From an optimization exercise on the open Yosys and OpenROAD flow, aimed at small area and a short achievable clock period; shortcuts taken in it are not production practice.
Function was not checked in any run shown here: the RTL went through the layout flow alone.
Power figures rest on the tool's default switching activity, not on a simulated workload.

## flow/design.v (module list and top-level ports; edited modules follow where they fit)
// module Decoder_UNIT: 12 lines
// module ARITHMETIC_UNIT: 44 lines
// module MUL16S: 942 lines
// module DIV16S: 3003 lines
// module LOGIC_UNIT: 23 lines
// module CMP_UNIT: 23 lines
// module SHIFT_UNIT: 22 lines
// module ALU_TOP: 71 lines
module ALU_TOP # (
	parameter A_WIDTH_TOP = 16,
	parameter B_WIDTH_TOP = 16,
	parameter OUT_WIDTH_TOP = A_WIDTH_TOP + B_WIDTH_TOP)
(	input  wire signed [A_WIDTH_TOP-1 : 0]   A,
	input  wire signed [B_WIDTH_TOP-1 : 0]   B,
	input  wire                              clk, rst,
	input  wire        [3 : 0]               ALU_FUN,
	output wire        [OUT_WIDTH_TOP-1 : 0] ARITHMETIC_OUT,
	output wire        [OUT_WIDTH_TOP-1 : 0] Logic_OUT,
	output wire        [OUT_WIDTH_TOP-1 : 0] CMP_OUT,
	output wire        [OUT_WIDTH_TOP-1 : 0] SHIFT_OUT,
	output wire                              Carry_OUT,
	output wire                              ARITHMETIC_Flag,
	output wire                              Logic_Flag,
	output wire                              CMP_Flag,
	output wire                              SHIFT_Flag
);
  // ...
==> flow/run.sh <==
#!/bin/bash
# synth_recipe.tcl (not shown) runs the flow's synth.tcl, then flattens the netlist and writes it again
# the make line also repeats each setting of config.mk as NAME=value (left out here)
make -C /OpenROAD-flow-scripts/flow DESIGN_CONFIG=/design/flow/config.mk WORK_HOME=/design/flow/orfs CLKGATE_MAP_FILE= SYNTH_SCRIPT=/design/flow/synth_recipe.tcl finish
==> flow/config.mk <==
export PLATFORM = sky130hd
export DESIGN_NAME = ALU_TOP
export DESIGN_NICKNAME = ALU_TOP
export VERILOG_FILES = /design/flow/design.v
export SDC_FILE = /design/flow/constraint.sdc
export NUM_CORES = 4
export LEC_CHECK = 0
export CAP_MARGIN = 50
export CORE_MARGIN = 2
export CORE_UTILIZATION = 60
export SLEW_MARGIN = 70
==> flow/constraint.sdc <==
create_clock -name core_clock -period 84.0 [get_ports {clk}]
set_input_delay 16.8000 -clock core_clock [delete_from_list [all_inputs] [get_ports {clk}]]
set_output_delay 16.8000 -clock core_clock [all_outputs]
set_load 0.01 [all_outputs]
==> implementation parameters, run 1 <==
Parameter                              Value

Finish
  Cell class ranked first by area    multi-input gates
  Area occupied by registers    1830 um2
  Filler cell count    3304
  Register with the most flip-flops    ARITH_U.ARITHMETIC_OUT

Pwr
  Portion of total power attributed to combinational logic    0.871
  Net switching share of the total power    0.576
  Fraction of power consumed by sequential logic    0.064
  Main power-consuming group    combinational logic
  Power in sequential cells    0.0000431 W
  Switching power summed over all nets    0.000390 W
  Total clock network power    0.0000443 W

Die
  Die Ht    207 um

Placed design
  Final weighted congestion of routability-driven global placement    1.01
  Port Buffers    125

Clocking
  Max Buffers Root-to-Sink    2
  Buffer type at the clock tree root    clkbuf_16

Critical path
  CP Data Arrival Time    37090 ps
  Category of the most critical setup path    in -> reg
  Worst path required time    84230 ps
  Crit Path Max Fanout    34
  Slowest stage delay, CP    720 ps
  Capturing element of the worst setup path    ARITH_U.ARITHMETIC_OUT[5]$_DFF_PN0_
  Kind of end point of the critical path    register

Logic synthesis
  Mux share of post-synthesis cell area    0.0344
  Synth Area in Simple Gates    0.180
  Register bit count reported by yosys    73
  Most common cell in the synthesized netlist    nor2_1
  Arithmetic-cell share of the synthesized area counting full adders, half adders and majority gates    0.188

Timing
  Final period utilization    0.439
  Number of endpoints with negative hold slack in the final report    0
  Worst setup slack after layout    47140 ps
  Sum Neg Setup Slack    0 ps
  Number of slew-limit violations in the final report    0
  Final count of negative-setup-slack endpoints    0
  Worst hold slack across all endpoints    16260 ps

Route
  Top Layer Used    met5

Job
  Count of maximum capacitance violations    0

GRT
  Maximum number of pins on one net before global-route repair    56
  GR Util All Layers    0.462
  Vias in the first global route    26.7k
  Met2 track demand over resource    0.734

Run status
  Outcome  timing/DRC/antenna clean
==> inputs of run 2 (changes only) <==
--- a/flow/design.v
+++ b/flow/design.v
@@ -2437,3 +2437,3 @@
 	assign s7m1_x = ~D1[1:0];
-	assign s7m1_f = ~(|D1[16:2]);
+	assign s7m1_f = (D1 <= 17'd3);
 	assign s7m1_g0 = r7[0] | s7m1_x[0];
@@ -2449,3 +2449,3 @@
 	assign s7m2_x = ~D2[1:0];
-	assign s7m2_f = ~(|D2[17:2]);
+	assign s7m2_f = (D1 <= 17'd1);
 	assign s7m2_g0 = r7[0] | s7m2_x[0];
@@ -2461,3 +2461,3 @@
 	assign s7m3_x = ~D3[1:0];
-	assign s7m3_f = ~(|D3[17:2]);
+	assign s7m3_f = (D1 <= 17'd1);
 	assign s7m3_g0 = r7[0] | s7m3_x[0];
@@ -2477,3 +2477,3 @@
 	assign s6m1_x = ~D1[3:0];
-	assign s6m1_f = ~(|D1[16:4]);
+	assign s6m1_f = (D1 <= 17'd15);
 	assign s6m1_g0 = r6[0] | s6m1_x[0];
@@ -2503,3 +2503,3 @@
 	assign s6m2_x = ~D2[3:0];
-	assign s6m2_f = ~(|D2[17:4]);
+	assign s6m2_f = (D1 <= 17'd7);
 	assign s6m2_g0 = r6[0] | s6m2_x[0];
@@ -2529,3 +2529,3 @@
 	assign s6m3_x = ~D3[3:0];
-	assign s6m3_f = ~(|D3[17:4]);
+	assign s6m3_f = (D1 <= 17'd5);
 	assign s6m3_g0 = r6[0] | s6m3_x[0];
@@ -2559,3 +2559,3 @@
 	assign s5m1_x = ~D1[5:0];
-	assign s5m1_f = ~(|D1[16:6]);
+	assign s5m1_f = (D1 <= 17'd63);
 	assign s5m1_g0 = r5[0] | s5m1_x[0];
@@ -2599,3 +2599,3 @@
 	assign s5m2_x = ~D2[5:0];
-	assign s5m2_f = ~(|D2[17:6]);
+	assign s5m2_f = (D1 <= 17'd31);
 	assign s5m2_g0 = r5[0] | s5m2_x[0];
@@ -2639,3 +2639,3 @@
 	assign s5m3_x = ~D3[5:0];
-	assign s5m3_f = ~(|D3[17:6]);
+	assign s5m3_f = (D1 <= 17'd21);
 	assign s5m3_g0 = r5[0] | s5m3_x[0];
@@ -2683,3 +2683,3 @@
 	assign s4m1_x = ~D1[7:0];
-	assign s4m1_f = ~(|D1[16:8]);
+	assign s4m1_f = (D1 <= 17'd255);
 	assign s4m1_g0 = r4[0] | s4m1_x[0];
@@ -2741,3 +2741,3 @@
 	assign s4m2_x = ~D2[7:0];
-	assign s4m2_f = ~(|D2[17:8]);
+	assign s4m2_f = (D1 <= 17'd127);
 	assign s4m2_g0 = r4[0] | s4m2_x[0];
@@ -2799,3 +2799,3 @@
 	assign s4m3_x = ~D3[7:0];
-	assign s4m3_f = ~(|D3[17:8]);
+	assign s4m3_f = (D1 <= 17'd85);
 	assign s4m3_g0 = r4[0] | s4m3_x[0];
@@ -2861,3 +2861,3 @@
 	assign s3m1_x = ~D1[9:0];
-	assign s3m1_f = ~(|D1[16:10]);
+	assign s3m1_f = (D1 <= 17'd1023);
 	assign s3m1_g0 = r3[0] | s3m1_x[0];
@@ -2933,3 +2933,3 @@
 	assign s3m2_x = ~D2[9:0];
-	assign s3m2_f = ~(|D2[17:10]);
+	assign s3m2_f = (D1 <= 17'd511);
 	assign s3m2_g0 = r3[0] | s3m2_x[0];
@@ -3005,3 +3005,3 @@
 	assign s3m3_x = ~D3[9:0];
-	assign s3m3_f = ~(|D3[17:10]);
+	assign s3m3_f = (D1 <= 17'd341);
 	assign s3m3_g0 = r3[0] | s3m3_x[0];
@@ -3081,3 +3081,3 @@
 	assign s2m1_x = ~D1[11:0];
-	assign s2m1_f = ~(|D1[16:12]);
+	assign s2m1_f = (D1 <= 17'd4095);
 	assign s2m1_g0 = r2[0] | s2m1_x[0];
@@ -3171,3 +3171,3 @@
 	assign s2m2_x = ~D2[11:0];
-	assign s2m2_f = ~(|D2[17:12]);
+	assign s2m2_f = (D1 <= 17'd2047);
 	assign s2m2_g0 = r2[0] | s2m2_x[0];
@@ -3261,3 +3261,3 @@
 	assign s2m3_x = ~D3[11:0];
-	assign s2m3_f = ~(|D3[17:12]);
+	assign s2m3_f = (D1 <= 17'd1365);
 	assign s2m3_g0 = r2[0] | s2m3_x[0];
@@ -3355,3 +3355,3 @@
 	assign s1m1_x = ~D1[13:0];
-	assign s1m1_f = ~(|D1[16:14]);
+	assign s1m1_f = (D1 <= 17'd16383);
 	assign s1m1_g0 = r1[0] | s1m1_x[0];
@@ -3463,3 +3463,3 @@
 	assign s1m2_x = ~D2[13:0];
-	assign s1m2_f = ~(|D2[17:14]);
+	assign s1m2_f = (D1 <= 17'd8191);
 	assign s1m2_g0 = r1[0] | s1m2_x[0];
@@ -3571,3 +3571,3 @@
 	assign s1m3_x = ~D3[13:0];
-	assign s1m3_f = ~(|D3[17:14]);
+	assign s1m3_f = (D1 <= 17'd5461);
 	assign s1m3_g0 = r1[0] | s1m3_x[0];
@@ -3683,3 +3683,3 @@
 	assign s0m1_x = ~D1[15:0];
-	assign s0m1_f = ~(|D1[16:16]);
+	assign s0m1_f = (D1 <= 17'd65535);
 	assign s0m1_g0 = r0[0] | s0m1_x[0];
@@ -3782,3 +3782,3 @@
 	assign s0m2_x = ~D2[15:0];
-	assign s0m2_f = ~(|D2[17:16]);
+	assign s0m2_f = (D1 <= 17'd32767);
 	assign s0m2_g0 = r0[0] | s0m2_x[0];
@@ -3881,3 +3881,3 @@
 	assign s0m3_x = ~D3[15:0];
-	assign s0m3_f = ~(|D3[17:16]);
+	assign s0m3_f = (D1 <= 17'd21845);
 	assign s0m3_g0 = r0[0] | s0m3_x[0];
--- a/flow/config.mk
+++ b/flow/config.mk
@@ -9,3 +9,3 @@
 export CORE_MARGIN = 2
-export CORE_UTILIZATION = 60
+export CORE_UTILIZATION = 50
 export SLEW_MARGIN = 70
==> implementation parameters, run 2 <==
Parameter                              Value

Logic synthesis
  Count of mapped cells out of synthesis    3558 (was 3282)
  Count of different cell masters after synthesis    119 (was 149)
  Portion of the post-synthesis area used by sequential elements    0.0716 (was 0.0736)
  Arithmetic-cell share of the synthesized area counting full adders, half adders and majority gates    0.186 (was 0.188)
  Synth top cells by count    351 x nand2_1, 289 x nor2_1, 287 x a21oi_1 (was 295 x nor2_1, 280 x nand2_1, 223 x o21ai_0)
  Post-synth EDFFs    0 (unchanged)
  Synthesized-area fraction occupied by ao, oa, aoi and oai cells    0.336 (was 0.327)
  Post-Synthesis Mean Instance Area    7.17 um2 (was 7.56 um2)
  Most common cell in the synthesized netlist    nand2_1 (was nor2_1)
  Top-area cell type share of the netlist area    0.120 (was 0.121)
  Dominant cell type by area after synthesis    fa_1 (unchanged)
  Cell area after synthesis    25500 um2 (was 24800 um2)
  Post-synthesis async set-or-reset flop share    1.00 (unchanged)
  Top cells by area, synth    fa_1 12%, dfrtp_1 7.2%, xnor2_1 6.2%, a21oi_1 5.6%, nand2_1 5.2% (was fa_1 12%, dfrtp_1 7.4%, xnor2_1 6.6%, o21ai_0 4.5%, nor2_1 4.5%)
  Leading register cell type out of synthesis    dfrtp_1 (unchanged)
  Register bit count reported by yosys    73 (unchanged)
  Synth Area in Simple Gates    0.194 (was 0.180)
  Mux share of post-synthesis cell area    0.0276 (was 0.0344)
  Xor/xnor share of the synthesized area    0.0810 (was 0.0833)
  Yosys warning total    4 (unchanged)
  Main combinational cell family by area after synthesis    compound AO/OA/AOI/OAI gates (unchanged)

Timing
  Final count of negative-setup-slack endpoints    0 (unchanged)
  Sum Neg Setup Slack    0 ps (unchanged)
  Clock period minus worst slack    36400 ps (was 36860 ps)
  Setup repair after global routing missed its margin    false (unchanged)
  Maximum clock frequency    27.5 MHz (was 27.1 MHz)
  Number of endpoints with negative hold slack in the final report    0 (unchanged)
  Final period utilization    0.433 (was 0.439)
  Number of slew-limit violations in the final report    0 (unchanged)
  Transition time at the pin with the least slew margin    536 ps
  Worst slew margin relative to its limit    0.639
  Worst setup slack after layout    47600 ps (was 47140 ps)

Finish
  Flip-flop count of the largest register after layout    32 (unchanged)
  Register with the most flip-flops    ARITH_U.ARITHMETIC_OUT (unchanged)
  Area occupied by registers    1830 um2 (unchanged)
  Most common library cell in the layout ignoring fill and taps    nand2_1 (was nor2_1)
  Registers with the most flip-flops    ARITH_U.ARITHMETIC_OUT x32, SHIFT_U.r x17, LOG_U.lo x16 (unchanged)
  Area used by multi-input combinational logic    22800 um2 (was 21500 um2)
  Top library cells by usage in the layout, fill and taps aside    342 x nand2_1, 273 x a21oi_1, 273 x nor2_1, 211 x inv_1, 183 x o21ai_0 (was 282 x nor2_1, 270 x nand2_1, 211 x o21ai_0, 193 x inv_1, 177 x a21oi_1)
  Area growth from synthesis to layout    14.5% (was 11.5%)
  Filler cell count    4707 (was 3304)
  Share of post-route cells with drive strength above 1    0.142 (was 0.156)
  Final Net Count    3794 (was 3541)

Die
  Die Ht    230 um (was 207 um)
  Starting utilization of the core area    0.508 (was 0.608)
  Die extent in x    230 um (was 207 um)
  Row count    82 (was 74)
  Die Outline Area    52900 um2 (was 43000 um2)
  Num ports    171 (unchanged)
  Core footprint    50300 um2 (was 40800 um2)

Placed design
  Final weighted congestion of routability-driven global placement    0.996 (was 1.01)
  Hpwl dp    81.7 mm (was 74.3 mm)
  Port Buffers    125 (unchanged)
  Worst setup slack before clock tree synthesis    47700 ps (was 47340 ps)

Critical path
  CP Data Arrival Time    36620 ps (was 37090 ps)
  Crit Path Max Fanout    32 (was 34)
  Category of the most critical setup path    in -> reg (unchanged)
  Setup crit start kind    input port (unchanged)
  Kind of end point of the critical path    register (unchanged)
  Master of the slowest instance on the critical path    or4_1 (was or3_2)
  Slowest stage delay, CP    710 ps (was 720 ps)
  Most prevalent standard cell on the critical path    buf_4 (was maj3_2)
  Worst path required time    84220 ps (was 84230 ps)

Clocking
  Post-CTS setup buffer count    0 (unchanged)
  Cts hold-fix bufs    0 (unchanged)
  Buffer type at the clock tree root    clkbuf_16 (unchanged)
  Number of CTS-inserted buffers    9 (unchanged)
  Max Buffers Root-to-Sink    2 (unchanged)
  TritonCTS clock tree    done (unchanged)
  Clock tree sinks    73 (unchanged)
  CTS HTree Levels    3 (unchanged)
  Clk slew on worst S/H paths    70 ps (was 80 ps)
  Post-cts sizing count    0 (unchanged)

Route
  Via total after detailed routing    29.3k (was 27.8k)
  DRT antenna net count    0 (unchanged)
  DRC violations left    0 (unchanged)
  Detailed Route Iter0 Violations    4073 (was 4341)
  Average wire per cell in the routed design    26.6 um (was 27.3 um)
  Detailed-route vias per instance    6.98 (was 7.29)
  Overall routed net length    112 mm (was 104 mm)
  DR pass1 iterations    8 (was 10)

Run status
  Outcome  timing/DRC/antenna clean (unchanged)

GRT
  Met2 track demand over resource    0.645 (was 0.734)
  Number of antenna violations at the first check in global routing    1 (was 3)
  Met1 usage    0.533 (was 0.553)
  GR Util All Layers    0.410 (was 0.462)
  Vias in the first global route    27.4k (was 26.7k)
  Busiest grt layer    met2 (unchanged)
  Global-route congestion overflow total    0 (unchanged)
  Global routing usage on met3    0.0657 (was 0.0947)
  Maximum number of pins on one net before global-route repair    72 (was 56)
  Wire length of the first global-routing pass    169 mm (was 157 mm)

Pwr
  Maximum vdd drop    0.0300 mV (was 0.0608 mV)
  Power density cells    35.4 nW/um2 (was 24.5 nW/um2)
  Pleak    11.4 nW (was 10.8 nW)

Hold path
  Hold Path Class    in -> async (unchanged)

Job
  Count of maximum capacitance violations    0 (unchanged)
==> run 2: changes by cell type in the layout (fill, tap and decap cells not counted), moves of 21 or more <==
cell | previous run | this run
o21ai_0 | 211 | 183
o22ai_1 | 24 | 56
nand2_1 | 270 | 342
nor3_1 | 36 | 68
a21oi_1 | 177 | 273
a22oi_1 | 89 | 68
==> run 2: per-layer routing <==
layer | wire [um] | vias up
met5 | 0 | -
met4 | 7800 | 0
met3 | 11600 | 420
met2 | 49400 | 1984
met1 | 42800 | 14100
li1 | - | 12800
==> run 2: cell families (layout without fill, tap and decap cells) <==
| logic type | count (synthesis) | count (layout) |
|---|---|---|
| AO/OA/AOI/OAI | 1223 | 1223 |
| buffers and inverters | 613 | 534 |
| flip-flops | 73 | 73 |
| AND/OR/NAND/NOR | 1057 | 1057 |
| XOR/XNOR | 233 | 233 |
| multiplexers | 58 | 58 |
| adder cells (fa/ha/maj) | 300 | 300 |
| other | 1 | 46 |
==> run 2: report_power, final <==
| part | internal [W] | switching, W |
|---|---|---|
| Sequential | 0.0000399 | 0.00000379 |
| Clock | 0.0000237 | 0.0000187 |
| Combinational | 0.000350 | 0.000597 |
| Total | 0.000414 | 0.000619 |
==> run 2: cell type report <==
type,instances,area share
repair buffers,282,0.0862
multi-input cells,2916,0.781
well taps,672,0.0288
clock inverters,7,0.00291
clock buffers,9,0.00771
diodes,1,0.0000857
inverters,236,0.0307
flip-flops and latches,73,0.0626
==> run 2: worst max-delay path: cells and delay by family <==
family	cells	cell delay, ps
XOR/XNOR	5	1130
buffers and inverters	14	3360
AO/OA/AOI/OAI	26	6880
multiplexers	5	1410
adder cells (fa/ha/maj)	6	2260
AND/OR/NAND/NOR	16	4670
==> run 2: final timing paths <==
| kind | startpoint | to |
|---|---|---|
| min in group core_clock | ALU_FUN[1] | LOG_U.hi$_DFF_PN0_ |
| setup / recovery | B[4] | ARITH_U.ARITHMETIC_OUT[11]$_DFF_PN0_ |
| max in group asynchronous | rst | SHIFT_U.r[1]$_DFF_PN0_ |
| hold / removal | rst | CMP_U.r[0]$_DFF_PN0_ |
==> run 2: metrics by stage <==
step / total power, W / hold slack [ps] / util / instance area, um2 / std cells
CTS: 0.000983 / 16200 / 0.567 / 28500 / 4176
finish: 0.00103 / 16210 / 0.581 / 29200 / 4196
detailed placement: 0.000936 / 16580 / 0.561 / 28200 / 4160
global route: 0.00110 / 16200 / 0.581 / 29200 / 4195
global placement: 0.000893 / 17010 / 0.531 / 26700 / 4111
floorplan: 0.000624 / 16500 / - / 25700 / 3602

separate check: timing with driven ports:
How much do the figures lean on ideal ports? The routed layouts below were timed once more, with nothing changed but the port constraints. Step 1: set_driving_cell puts a clkbuf_16 on clk and a buf_2 on each other input, an assumption about the parent block. Step 2 also shifts input and output timing later by t, the mid clock arrival at the registers, as if the neighbouring blocks saw the same clock. Three values: no drivers, after step 1, after step 2; two values: the first two.
run | t (ns) | setup slack, ns | worst data-port slew with drivers (ns) | cell pins on the clock port's net
run 1 | 0.390 | 47.143 / 47.162 / 46.772 | 0.05 | 1
run 2 | 0.386 | 47.603 / 47.611 / 47.225 | 0.08 | 1
After both steps setup and hold are still met in every run listed. For run 2, which loses most, drivers alone change the setup slack by +0.008 ns; drivers and shift together by -0.378 ns.
